Background: an optimization exercise with open tools, aiming at small area, a short achievable clock period and few clock cycles. Do not read the settings as production practice. Where RTL was checked, it was by simulation tests only, not by an equivalence proof against the original. The clock input has no modelled driver; a real chip could not lean on it and would need a root buffer or a full tree. No activity file was given, so power comes from the tool's default toggle rates.

south:
==> flow/design.v <==
`timescale 1ns / 1ps
module conversion(
	ready,postfix,
	clk,reset,load,infix
);
input clk, reset, load;
input [7:0] infix;
output ready;
output [7:0] postfix;
localparam QN = 29;           
reg       c_dig, c_opn, c_cls, c_hi, c_pa, c_hp;
reg [3:0] nib;
wire [3:0] in_n = infix[3:0];
wire       ld   = load & ~reset;
always @(posedge clk) begin
	c_dig <= ld &  infix[4];
	c_opn <= ld & ~infix[4] & ~in_n[2] & ~in_n[1] & ~in_n[0];           
	c_cls <= ld & ~infix[4] & ~in_n[2] & ~in_n[1] &  in_n[0];           
	c_hi  <= ld & ~infix[4] &  in_n[1] & ~(in_n[0] ^ in_n[2]);          
	c_pa  <= ld & ~infix[4] & ~(in_n[2] & in_n[1]) & in_n[0];           
	c_hp  <= ld & ~infix[4] & (in_n[1] | in_n[0]);                      
	nib   <= in_n;
end
wire iv   = c_dig | c_opn | c_hi | c_pa;
reg  rst_r;
always @(posedge clk) rst_r <= reset;
wire c_lo = c_pa & ~c_cls;
reg        lv, lo, hv, ho;
reg [3:0]  hl, hh;            
reg        p;                 
reg [6:0]  so;                
reg        snd, rdy, hd;
reg [3:0]  h;
reg [3:0]  q [1:QN+1];
wire [3:0] hi_n = {1'b1, ho, 1'b1, ho};
wire [3:0] lo_n = {1'b1, lo, ~lo, 1'b1};
wire       n1   = c_dig | (hv & c_hp) | (lv & c_pa);             
wire       n2   = c_pa & hv & lv;                                
wire [3:0] curv = {lv, lo, hv, ho};
wire       e_nib = ~p & c_dig;
wire       e_hi  = ~p & ~c_dig & hv;
wire       e_lo  = p | (~c_dig & ~hv);
wire       o_nib =  p & c_dig;
wire       o_hi  =  p & ~c_dig & hv;
wire       o_lo  = ~p | (~c_dig & ~hv);
wire [3:0] bus_e = ({4{e_nib}} & nib) | ({4{e_hi}} & hi_n) | ({4{e_lo}} & lo_n);
wire [3:0] bus_o = ({4{o_nib}} & nib) | ({4{o_hi}} & hi_n) | ({4{o_lo}} & lo_n);
wire [3:0] bus_es = c_opn ? curv : bus_e;
wire [3:0] bus_os = c_opn ? curv : bus_o;
wire [3:0] top = ({4{so[1]}} & ~q[29]) | ({4{so[2]}} & q[28]) |
                 ({4{so[3]}} & ~q[27]) | ({4{so[4]}} & q[26]) |
                 ({4{so[5]}} & ~q[25]) | ({4{so[6]}} & q[24]);
reg [15:0] dh;                
integer k;
always @(*)
	for (k = 0; k < 16; k = k + 1) dh[k] = hl[k % 4] & hh[k / 4];
wire [7:0] ds = {1'b0, so};
wire       h0   = hl[0] & hh[0];
wire       more = ~h0;                      
wire       done = snd & ~more & ~hv & ~lv;
wire       inc  = n2 | (n1 & p);
wire rl  = ~snd & inc;
wire rr  = snd & more & ~p;
wire rlh = rl & hl[3];
wire rrh = rr & hl[0];
always @(posedge clk) begin
	hl <= rst_r ? 4'b0001 :
	      ({4{rl}} & {hl[2:0], hl[3]}) | ({4{rr}} & {hl[0], hl[3:1]}) |
	      ({4{~rl & ~rr}} & hl);
	hh <= rst_r ? 4'b0001 :
	      ({4{rlh}} & {hh[2:0], hh[3]}) | ({4{rrh}} & {hh[0], hh[3:1]}) |
	      ({4{~rlh & ~rrh}} & hh);
	p  <= ~rst_r & (p ^ (snd ? (more | done) : (n1 & ~n2)));
end
always @(*) q[QN+1] = 4'b0000;
wire [3:0] bn_e  = {4{~snd}} & ~bus_e;
wire [3:0] bn_o  = {4{~snd}} &  bus_o;
wire [3:0] bn_es = {4{~snd}} & ~bus_es;
wire [3:0] bn_os = {4{~snd}} &  bus_os;
genvar i;
generate for (i = 1; i <= QN; i = i + 1) begin : g_q
	wire we;
	if (i % 2 == 0)
		assign we = (~p & dh[i/2]) | (p & dh[i/2-1]) |
		            ((QN - i < 8) ? (c_opn & ds[(QN - i) % 8]) : 1'b0);
	else
		assign we = dh[i/2] |
		            ((QN - i < 8) ? (c_opn & ds[(QN - i) % 8]) : 1'b0);
	always @(posedge clk)
		if (snd | we)
			q[i] <= ~(({4{snd}} & q[i+1]) | ((i % 2 == 0) ? ((i >= QN - 5) ? bn_es : bn_e)
			                                               : ((i >= QN - 5) ? bn_os : bn_o)));
end endgenerate
always @(posedge clk) begin
	if (rst_r) begin
		so  <= 7'd1;
		snd <= 1'b0;
	end
	else if (snd) begin
		if (done)
			snd <= 1'b0;
	end
	else begin
		if (c_opn)
			so <= {so[5:0], 1'b0};
		else if (c_cls)
			so <= {1'b0, so[6:1]};
		if (iv && !load)
			snd <= 1'b1;
	end
end
wire keep = ~c_opn & ~c_pa & ~c_hi;         
always @(posedge clk) begin
	lv <= ~rst_r & ((snd & lv & (more | hv)) |
	                (~snd & ((c_cls & top[3]) | c_lo | (~c_opn & ~c_cls & lv))));
	lo <= (snd & lo) | (~snd & ((c_cls & top[2]) | (c_lo & nib[2]) | (~c_pa & lo)));
	hv <= ~rst_r & ((snd & hv & more) |
	                (~snd & ((c_cls & top[1]) | c_hi | (keep & hv))));
	ho <= (snd & ho) | (~snd & ((c_cls & top[0]) | (c_hi & nib[2]) | (~c_cls & ~c_hi & ho)));
end
wire t_q   = snd & more;
wire t_hi  = snd & ~more & hv;
wire t_lo  = snd & ~more & ~hv;
wire t_nib = ~snd & h0 & ~p & c_dig;        
wire t_h   = ~snd & ~(h0 & ~p & c_dig);
always @(posedge clk) begin
	h  <= ({4{t_q}} & ~q[1]) | ({4{t_hi}} & hi_n) | ({4{t_lo}} & lo_n) |
	      ({4{t_nib}} & nib) | ({4{t_h}} & h);
	hd <= (t_q & ~(~q[1][3] & (~q[1][2] | ~q[1][1]))) | t_nib | (t_h & hd);
end
always @(posedge clk)
	if (reset | rst_r)     rdy <= 1'b0;
	else if (snd)          rdy <= ~done;
	else if (iv && !load)  rdy <= 1'b1;
assign ready   = rdy;
assign postfix = {3'b001, hd, h};
endmodule
export LEC_CHECK = 0
export CAP_MARGIN = 20
export CORE_MARGIN = 2
export CORE_UTILIZATION = 40
export SETUP_SLACK_MARGIN = 2.85
export SLEW_MARGIN = 20
create_clock -name core_clock -period 4.5 [get_ports {clk}]
standard.sh (not shown) runs the stock make flow with config.mk's settings and CLKGATE_MAP_FILE= SYNTH_SCRIPT=/design/flow/synth_recipe.tcl, a recipe that flattens the netlist after the stock synthesis.
==> flow/flow/run.sh <==
#!/bin/bash
# Standard ORFS flow, except that the clock tree is built by flow/cts.tcl.
set -euo pipefail
# port buffers: plain buf_2 instead of the delay cell buffer_ports picks
export BUFFER_PORTS_ARGS="-buffer_cell sky130_fd_sc_hd__buf_2"
R=orfs/results/$FLOW_PLATFORM/conversion/base
bash standard.sh place > flow_place.log 2>&1
RES=$R SETUP_MARGIN=2.85 NROOT=4 NLEAF=3 ROOTBUF=sky130_fd_sc_hd__buf_12 LEAFBUF=sky130_fd_sc_hd__buf_6 \
	openroad -exit -no_init -threads $NUM_CORES flow/cts.tcl > flow_cts.log 2>&1
bash standard.sh finish > flow_finish.log 2>&1
Other scripts of this flow, unchanged in this note and not shown: flow/flow/cts.tcl, flow/flow/tree.tcl
Testbench counts of south, summed over its fixed seeds: cycles 5,210.
Relative to south, the following input files were edited for east:
-- flow/design.v --
<<< south, line 38
wire       n2   = c_pa & hv & lv;                                
wire [3:0] curv = {lv, lo, hv, ho};
wire       e_nib = ~p & c_dig;
wire       e_hi  = ~p & ~c_dig & hv;
wire       e_lo  = p | (~c_dig & ~hv);
wire       o_nib =  p & c_dig;
wire       o_hi  =  p & ~c_dig & hv;
wire       o_lo  = ~p | (~c_dig & ~hv);
wire [3:0] bus_e = ({4{e_nib}} & nib) | ({4{e_hi}} & hi_n) | ({4{e_lo}} & lo_n);
wire [3:0] bus_o = ({4{o_nib}} & nib) | ({4{o_hi}} & hi_n) | ({4{o_lo}} & lo_n);
wire [3:0] bus_es = c_opn ? curv : bus_e;
wire [3:0] bus_os = c_opn ? curv : bus_o;
wire [3:0] top = ({4{so[1]}} & ~q[29]) | ({4{so[2]}} & q[28]) |
                 ({4{so[3]}} & ~q[27]) | ({4{so[4]}} & q[26]) |
>>> east, line 38
wire       n2   = c_pa & hv & lv;                                
wire [3:0] curv = {lv, lo, hv, ho};
reg        pn;
wire       e_nib = ~snd &  pn & c_dig;
wire       e_hi  = ~snd &  pn & ~c_dig & hv;
wire       e_lo  = ~snd & (~pn | (~c_dig & ~hv));
wire       o_nib = ~snd & ~pn & c_dig;
wire       o_hi  = ~snd & ~pn & ~c_dig & hv;
wire       o_lo  = ~snd & ( pn | (~c_dig & ~hv));
wire [3:0] bn_e = ({4{e_nib}} & ~nib) | ({4{e_hi}} & ~hi_n) | ({4{e_lo}} & ~lo_n);
wire [3:0] bn_o = ({4{o_nib}} &  nib) | ({4{o_hi}} &  hi_n) | ({4{o_lo}} &  lo_n);
wire       s_cur = ~snd & c_opn;
wire [3:0] bn_es = c_opn ? ({4{s_cur}} & ~curv) : bn_e;
wire [3:0] bn_os = c_opn ? ({4{s_cur}} &  curv) : bn_o;
wire [3:0] top = ({4{so[1]}} & ~q[29]) | ({4{so[2]}} & q[28]) |
                 ({4{so[3]}} & ~q[27]) | ({4{so[4]}} & q[26]) |
<<< south, line 72
	      ({4{~rlh & ~rrh}} & hh);
	p  <= ~rst_r & (p ^ (snd ? (more | done) : (n1 & ~n2)));
end
always @(*) q[QN+1] = 4'b0000;
wire [3:0] bn_e  = {4{~snd}} & ~bus_e;
wire [3:0] bn_o  = {4{~snd}} &  bus_o;
wire [3:0] bn_es = {4{~snd}} & ~bus_es;
wire [3:0] bn_os = {4{~snd}} &  bus_os;
genvar i;
generate for (i = 1; i <= QN; i = i + 1) begin : g_q
>>> east, line 74
	      ({4{~rlh & ~rrh}} & hh);
	p  <= ~rst_r & (p ^ (snd ? (more | done) : (n1 & ~n2)));
	pn <= ~(~rst_r & (p ^ (snd ? (more | done) : (n1 & ~n2))));
end
always @(*) q[QN+1] = 4'b0000;
genvar i;
generate for (i = 1; i <= QN; i = i + 1) begin : g_q
- Summary of east over south: internal power consumption shows no meaningful change; critical path depth shows a reduction of 1.
- Cells: east has fewer instances than south
- On instance count after placement with tap cells included: between south and east, it ends up higher for south.
- east reports a lower total number of vias than south does.
- Part of the total power dissipated in combinational logic: higher on south
- Proportion of power drawn by the clock network, south and east, lower one = south.
- In east the met2 routing resource usage after global routing turned out 0.72 points lower than in south.
- Between south and east, die area decreased.
- Relative to south, the basic-gate share of the synthesized area counting and, or, nand and nor cells of east is higher by 0.44 points.
- Re reported max-cap violation count: no difference whatsoever between east and south.
- Setup WNS south -> east: worse
- In east the post-detailed-routing wire length turned out 6.4% lower than in south.
For east, only the layout was checked, not whether the RTL still works. In every run of this note, the design's own scripts or RTL, not TritonCTS, make the clock network.

==> separate check: timing with driven ports <==
How much do the figures lean on ideal ports? The routed layouts below were timed once more, with nothing changed but the port constraints.
Step 1, drivers: a clkbuf_16 drives clk and a buf_2 each remaining input, both assumed.
Step 2 moves the port delays by t, midway between the first and last clock arrival at a register: inputs arrive t later, outputs are due t later. That takes back most of the time a late clock gives input paths.
a / b / c = no drivers / after step 1 / after step 2; a / b = the first two.
run	t, ns	setup WS [ns]	worst register clock-pin slew, ns	worst slew at a driven data input, ns
south	0.323	2.840 / 2.800 / 2.729	0.10 / 0.10	0.03
east	0.317	2.799 / 2.799 / 2.799	0.11 / 0.11	0.03
After both steps setup and hold are still met in every run listed. The setup slack of south, which loses most, moves by -0.040 ns with the drivers and by -0.111 ns with both steps.
